This is an optimization exercise on Yosys and OpenROAD, whose aim is small area, not a production implementation.
Only simulation tests tie the RTL to the original design; equivalence was not proved.
Power is estimated from default activity; no workload was simulated.

[flow/run.sh]
#!/bin/bash
# synth_recipe.tcl (not shown) runs the flow's synth.tcl, then flattens the netlist and writes it again
# the make line also repeats each setting of config.mk as NAME=value (left out here)
make -C /OpenROAD-flow-scripts/flow DESIGN_CONFIG=/design/flow/config.mk WORK_HOME=/design/flow/orfs CLKGATE_MAP_FILE= SYNTH_SCRIPT=/design/flow/synth_recipe.tcl finish
[flow/config.mk]
export PLATFORM = sky130hd
export DESIGN_NAME = FanTimerTop
export DESIGN_NICKNAME = FanTimerTop
export VERILOG_FILES = /design/flow/design.v
export SDC_FILE = /design/flow/constraint.sdc
export NUM_CORES = 4
export LEC_CHECK = 0
export ABC_AREA = 1
export CAP_MARGIN = 20
export CORE_MARGIN = 2
export CORE_UTILIZATION = 40
export SLEW_MARGIN = 20
[flow/constraint.sdc]
create_clock -name core_clock -period 30.0 [get_ports {i_clk}]
set_input_delay 6.0000 -clock core_clock [delete_from_list [all_inputs] [get_ports {i_clk}]]
set_output_delay 6.0000 -clock core_clock [all_outputs]
set_load 0.01 [all_outputs]
[flow/design.v]
`timescale 1ns / 1ps
module ButtonController(
    input i_clk,
    input i_reset,
    input i_button,
    output o_button
    );
    reg       r_state;
    reg [6:0] r_counter;
    reg       r_button;
    assign o_button = r_button;
    wire w_active = i_button ^ r_state;
    wire w_full = r_counter[6] & r_counter[5] & r_counter[2];
    always @(posedge i_clk or posedge i_reset) begin
        if (i_reset) begin
            r_state   <= 1'b0;
            r_counter <= 7'd0;
            r_button  <= 1'b0;
        end
        else begin
            r_button <= w_active & w_full & r_state;
            if (w_active) begin
                if (w_full) begin
                    r_state   <= ~r_state;
                    r_counter <= 7'd0;
                end
                else begin
                    r_counter <= r_counter + 7'd1;
                end
            end
        end
    end
endmodule
`timescale 1ns / 1ps
module FanTimerTop(
    input i_clk,
    input i_reset,
    input i_button_R,
    input i_button_L,
    input i_button_D,
    input i_button_U,
    input i_button_C,
    output [3:0] o_FND_Digit,
    output [7:0] o_FND_Font,
    output [2:0] o_fanlight,
    output o_timerlight,
    output o_fan
    );
    wire w_R, w_L, w_D, w_U, w_C;
    ButtonController Button_R(.i_clk(i_clk), .i_reset(i_reset), .i_button(i_button_R), .o_button(w_R));
    ButtonController Button_L(.i_clk(i_clk), .i_reset(i_reset), .i_button(i_button_L), .o_button(w_L));
    ButtonController Button_D(.i_clk(i_clk), .i_reset(i_reset), .i_button(i_button_D), .o_button(w_D));
    ButtonController Button_U(.i_clk(i_clk), .i_reset(i_reset), .i_button(i_button_U), .o_button(w_U));
    ButtonController Button_C(.i_clk(i_clk), .i_reset(i_reset), .i_button(i_button_C), .o_button(w_C));
    reg [5:0] r_half;
    reg       r_phase;
    reg [5:0] r_lo;
    reg [4:0] r_hi;
    wire w_half_end = r_half[5] & r_half[4] & r_half[0];        
    wire w_tick100  = w_half_end & ~r_phase;
    wire w_lo_end   = r_lo[5] & r_lo[4] & r_lo[0];              
    wire w_hi_end   = r_hi[4] & r_hi[1] & r_hi[0];              
    wire w_lo_25    = r_lo[4] & r_lo[3] & ~r_lo[2] & ~r_lo[1] & r_lo[0];
    wire w_tick1s   = w_half_end & r_phase & w_lo_25;
    always @(posedge i_clk or posedge i_reset) begin
        if (i_reset) begin
            r_half  <= 6'd0;
            r_phase <= 1'b0;
            r_lo    <= 6'd0;
            r_hi    <= 5'd0;
        end
        else begin
            if (w_half_end) begin
                r_half  <= 6'd0;
                r_phase <= ~r_phase;
            end
            else begin
                r_half <= r_half + 6'd1;
            end
            if (w_tick100) begin
                if (w_lo_end) begin
                    r_lo <= 6'd0;
                    r_hi <= w_hi_end ? 5'd0 : r_hi + 5'd1;
                end
                else begin
                    r_lo <= r_lo + 6'd1;
                end
            end
        end
    end
    wire [1:0] w_pos = {r_lo[1] ^ r_hi[0], r_lo[0]};
    reg [1:0] r_fan;
    always @(posedge i_clk or posedge i_reset) begin
        if (i_reset) r_fan <= 2'd0;
        else if (w_D && r_fan != 2'd0) r_fan <= 2'd0;
        else if (w_R && r_fan != 2'd3) r_fan <= r_fan + 2'd1;
        else if (w_L && r_fan != 2'd0) r_fan <= r_fan - 2'd1;
    end
    reg [1:0] r_set;
    reg       r_run;
    reg [3:0] r_rem;
    wire w_active   = r_run & (r_set != 2'd0);
    wire w_complete = r_run & (r_set == 2'd0);
    wire w_zero     = (r_rem == 4'd0);
    wire [1:0] w_set_up = r_set + 2'd1;
    always @(posedge i_clk or posedge i_reset) begin
        if (i_reset) begin
            r_set <= 2'd0;
            r_run <= 1'b0;
            r_rem <= 4'd0;
        end
        else if (!r_run) begin
            if (w_U) begin
                r_set <= w_set_up;
                r_rem <= {w_set_up, w_set_up};
            end
            else if (w_C && r_set != 2'd0) begin
                r_run <= 1'b1;
            end
        end
        else if (r_set != 2'd0) begin
            if (w_zero) r_set <= 2'd0;
            else if (w_C) r_rem <= {r_set, r_set};
            else if (w_tick1s) r_rem <= r_rem - 4'd1;
        end
        else begin
            if (w_D) r_run <= 1'b0;
        end
    end
    wire w_tens = r_rem[3] & (r_rem[2] | r_rem[1]);
    wire [3:0] w_ones = w_tens ? r_rem - 4'd10 : r_rem;
    reg [3:0] w_value;
    always @(*) begin
        case (w_pos)
            2'd0: w_value = w_ones;
            2'd1: w_value = {3'd0, w_tens};
            default: w_value = {2'd0, r_fan};
        endcase
    end
    reg [7:0] r_font;
    always @(*) begin
        case (w_value)
            4'h0 : r_font = 8'hc0;
            4'h1 : r_font = 8'hf9;
            4'h2 : r_font = 8'ha4;
            4'h3 : r_font = 8'hb0;
            4'h4 : r_font = 8'h99;
            4'h5 : r_font = 8'h92;
            4'h6 : r_font = 8'h82;
            4'h7 : r_font = 8'hf8;
            4'h8 : r_font = 8'h80;
            4'h9 : r_font = 8'h98;
            default: r_font = 8'hff;
        endcase
    end
    assign o_FND_Font = r_font;
    assign o_FND_Digit = {~(w_pos == 2'd3), 1'b1, ~(w_pos == 2'd1), ~(w_pos == 2'd0)};
    wire w_fan_on = ~w_complete;
    assign o_fanlight   = w_fan_on ? {r_fan[1] & r_fan[0], r_fan[1], r_fan[1] | r_fan[0]} : 3'b000;
    assign o_timerlight = w_active;
    wire w_lt222 = (r_hi < 5'd4)  | ((r_hi == 5'd4)  & (r_lo < 6'd22));
    wire w_lt444 = (r_hi < 5'd8)  | ((r_hi == 5'd8)  & (r_lo < 6'd44));
    wire w_lt666 = (r_hi < 5'd13) | ((r_hi == 5'd13) & (r_lo < 6'd16));
    reg w_pwm;
    always @(*) begin
        case (r_fan)
            2'd0: w_pwm = 1'b0;
            2'd1: w_pwm = w_lt222;
            2'd2: w_pwm = w_lt444;
            default: w_pwm = w_lt666;
        endcase
    end
    assign o_fan = w_fan_on & w_pwm;
endmodule
==> results.txt <==
stage by stage:
step / power [mW] / util / setup WS [ns]
finish: 0.419 / 0.475 / 21.29
global route: 0.460 / 0.475 / 21.00
CTS: 0.426 / 0.475 / 21.24
detailed placement: 0.338 / 0.452 / 21.63
global placement: 0.332 / 0.452 / 21.73
floorplan: 0.281 / - / 22.18
power by group through the flow:
| stage | sequential [mW] | clock [mW] | combinational [mW] |
|---|---|---|---|
| final | 0.156 | 0.0848 | 0.177 |
| after floorplan | 0.152 | 0 | 0.129 |
| after detailed placement | 0.158 | 0 | 0.180 |
| after global placement | 0.157 | 0 | 0.175 |
| after CTS | 0.157 | 0.0884 | 0.180 |
| after global routing | 0.161 | 0.0924 | 0.206 |
cell type report:
class,instances,area (sq um),area share
clock buffers,11,141,0.0303
multi-input cells,358,1910,0.409
well taps,133,166,0.0357
repair buffers,22,218,0.0467
inverters,93,349,0.0749
clock inverters,5,80.1,0.0172
flip-flops and latches,72,1800,0.386
critical path, stage by stage (launching register included):
cell	delay (ns)
dfrtp_1	0.40
inv_1	0.12
ha_1	0.24
inv_1	0.06
ha_1	0.20
inv_1	0.09
nand2_1	0.05
nand2_1	0.06
nand3_1	0.08
nand2_2	0.13
ha_1	0.16
nor2_1	0.04
nor2_1	0.11
nand2_1	0.06
nand2_1	0.05
clkdlybuf4s50_1	0.53
logic make-up (layout without fill, tap and decap cells):
logic type / after synthesis / count (layout) / synth area share
compound gates: 71 / 71 / 0.0937
fa+ha+maj: 22 / 22 / 0.0676
other cells: 1 / 2 / 0.000920
simple gates: 252 / 252 / 0.276
flops: 72 / 72 / 0.442
buf+inv: 96 / 131 / 0.0906
xor+xnor: 11 / 11 / 0.0292
per-layer routing:
metal,vias up,share of wire
met2,33,0.46
met1,1479,0.49
li1,1720,-
met5,-,0
met4,0,0.016
met3,8,0.030
layout by cell type, fill, tap and decap left out, drive strengths merged, types with 11 or more instances in the layout:
master,synthesis,layout
a21oi,29,29
nand2,120,120
nor3,18,18
dfrtp,72,72
ha,22,22
nand3,48,48
inv,92,92
clkbuf,0,11
clkdlybuf4s50,0,21
nor2,57,57
o21ai,37,37
sequential cells by signal, summed over array words and instances, names as in the netlist, 2 cells and up:
register and flops:
Button_C.r_counter 7, Button_D.r_counter 7, r_half 6, Button_R.r_counter 7
r_set 2, Button_L.r_counter 7, r_fan 2, r_rem 4
r_hi 5, Button_U.r_counter 7, r_lo 6
worst paths after layout:
path | to | cells after the start | startpoint
hold reg to reg | r_lo[5]$_DFFE_PP0P_ | 1 | r_lo[5]$_DFFE_PP0P_
hold / removal | r_lo[5]$_DFFE_PP0P_ | 1 | r_lo[5]$_DFFE_PP0P_
setup / recovery | o_FND_Font[6] | 15 | r_rem[1]$_DFFE_PP0P_
min in group asynchronous | Button_C.r_counter[3]$_DFFE_PP0N_ | 3 | i_reset
max in group asynchronous | Button_R.r_state$_DFFE_PP0P_ | 3 | i_reset
setup reg to reg | r_set[0]$_DFFE_PP0P_ | 8 | r_set[0]$_DFFE_PP0P_
==> out/metrics.yaml <==
outcome:
  status: "finished clean"
power_and_ir_drop:
  ir_worst_vdd_mv: 0.0370
  power.density_nw_per_um2: 89.8
  switchingPower_uw: 163
  clkPwrFrac: 0.203
  combPwrFrac: 0.424
  p_int_uw: 256
  switching_share: 0.389
  power.leakage_nw: 2.37
  seq_power_share: 0.373
clock_network:
  cts.clk_slew.worst_paths_ns: 0.09
  cts_sinks: 72
  cts_tree: "yes"
  clockBufferDepth: 2
  cts.repair.resized: 0
  cts_setup_buffers: 0
  root_buffer: "clkbuf_8"
  clk_latency_ns: 0.34
  numCtsBuffers: 9
  htree_num_levels: 3
  cts_hold_buf: 0
placed_design:
  place_area_sq_um: 4440
  routabilityCongestion: 0.876
  portBuffers: 21
  place_hpwl_mm: 5.48
  placedCellCount: 678
setup_path:
  worst-setup-path-type: "reg2out"
  end_kind: "primary output"
  worstPathMaxFanout: 6
  rrSetupSlack_ns: 28.33
  cp.required_ns: 24.00
  worstPathArrival_ns: 2.71
  cp-start-kind: "flip-flop"
grt:
  antenna_found_initial: 0
  grt.busiest_layer: "met2"
  grt_pass1_vias: 3079
  overflow: 0
  grt_pass1_wl_mm: 13.1
  track_usage: 0.143
  met3_usage: 0.0312
  grt_max_degree: 73
  met2_usage: 0.240
  met1_usage: 0.183
final_layout:
  fill_cells: 993
  fin_nets: 585
  diodes: 0
  instances_no_fill: 694
  drive_gt1_frac: 0.0713
  area_growth_pct: 14.5
  final_area_sq_um: 4660
drt:
  drt_iter0_drc: 95
  postRouteAntennaNets: 0
  drc: 0
  drt_pass1_iterations: 4
  avgRoutedWirePerCell_microns: 10.4
  wl_mm: 7.25
  num_vias: 3240
  vias_per_cell: 4.67
synth:
  synth_common_cells: "nand2_1 (116), inv_1 (90), dfrtp_1 (72)"
  synth_top_area_share: 0.442
  yosys-top-cells-area: "dfrtp_1 (44%), nand2_1 (11%), inv_1 (8.3%)"
  avgSynthCellArea_sq_um: 7.76
  synth_top_cell_by_area: "dfrtp_1"
  ys_seq_area_frac: 0.442
  ys_types: 33
  ys_ff_latch: 72
  async_reset_ff_frac: 1.00
  synth.most_common_cell: "nand2_1"
  ys.flop_type: "dfrtp_1"
  synthesis.instances: 525
  synth_edf_count: 0
  yosysWarnings: 2
  syn_area_sq_um: 4070
floorplanning:
  initial_utilization: 0.415
  die_w_microns: 105
  core_sq_um: 9820
  dieHeight_microns: 105
  die-area_sq_um: 11000
  io_pins: 24
  row_count: 36
sta:
  finalMaxSlewViolations: 0
  timing.hold.ws_ns: 0.507
  tightest_slew_ns: 0.895
  fmax_ghz: 0.115
  relSlewSlack: 0.403
  rsz0062_at_grt: "false"
  period_minus_slack_ns: 8.71
  setup_violations: 0
  fin_crit_sh: 0.290
  skew_ns: 0.0162
  finalHoldViolations: 0
  fin_setup_tns_ns: 0
worst_hold_path:
  hp-class: "reg2reg"
run:
  timing.max_cap.violations: 0

## static timing again, ports no longer ideal
In the flow no input, the clock included, has a driving cell. The finished layout below was timed again as built, in two steps.
Step 1: set_driving_cell puts a clkbuf_16 on i_clk and a buf_2 on each other input, an assumption about the parent block.
Step 2 moves the port delays by t, midway between the first and last clock arrival at a register: inputs arrive t later, outputs are due t later. That takes back most of the time a late clock gives input paths.
Slacks: no drivers / after step 1 / after step 2; pairs: no drivers / after step 1.
shift t [ns]: 0.367
setup slack, ns: 21.288 / 21.257 / 21.624
worst setup path after step 2: register to output
After both steps this run still meets setup and hold. For this run, drivers alone change the setup slack by -0.031 ns; drivers and shift together by +0.336 ns.
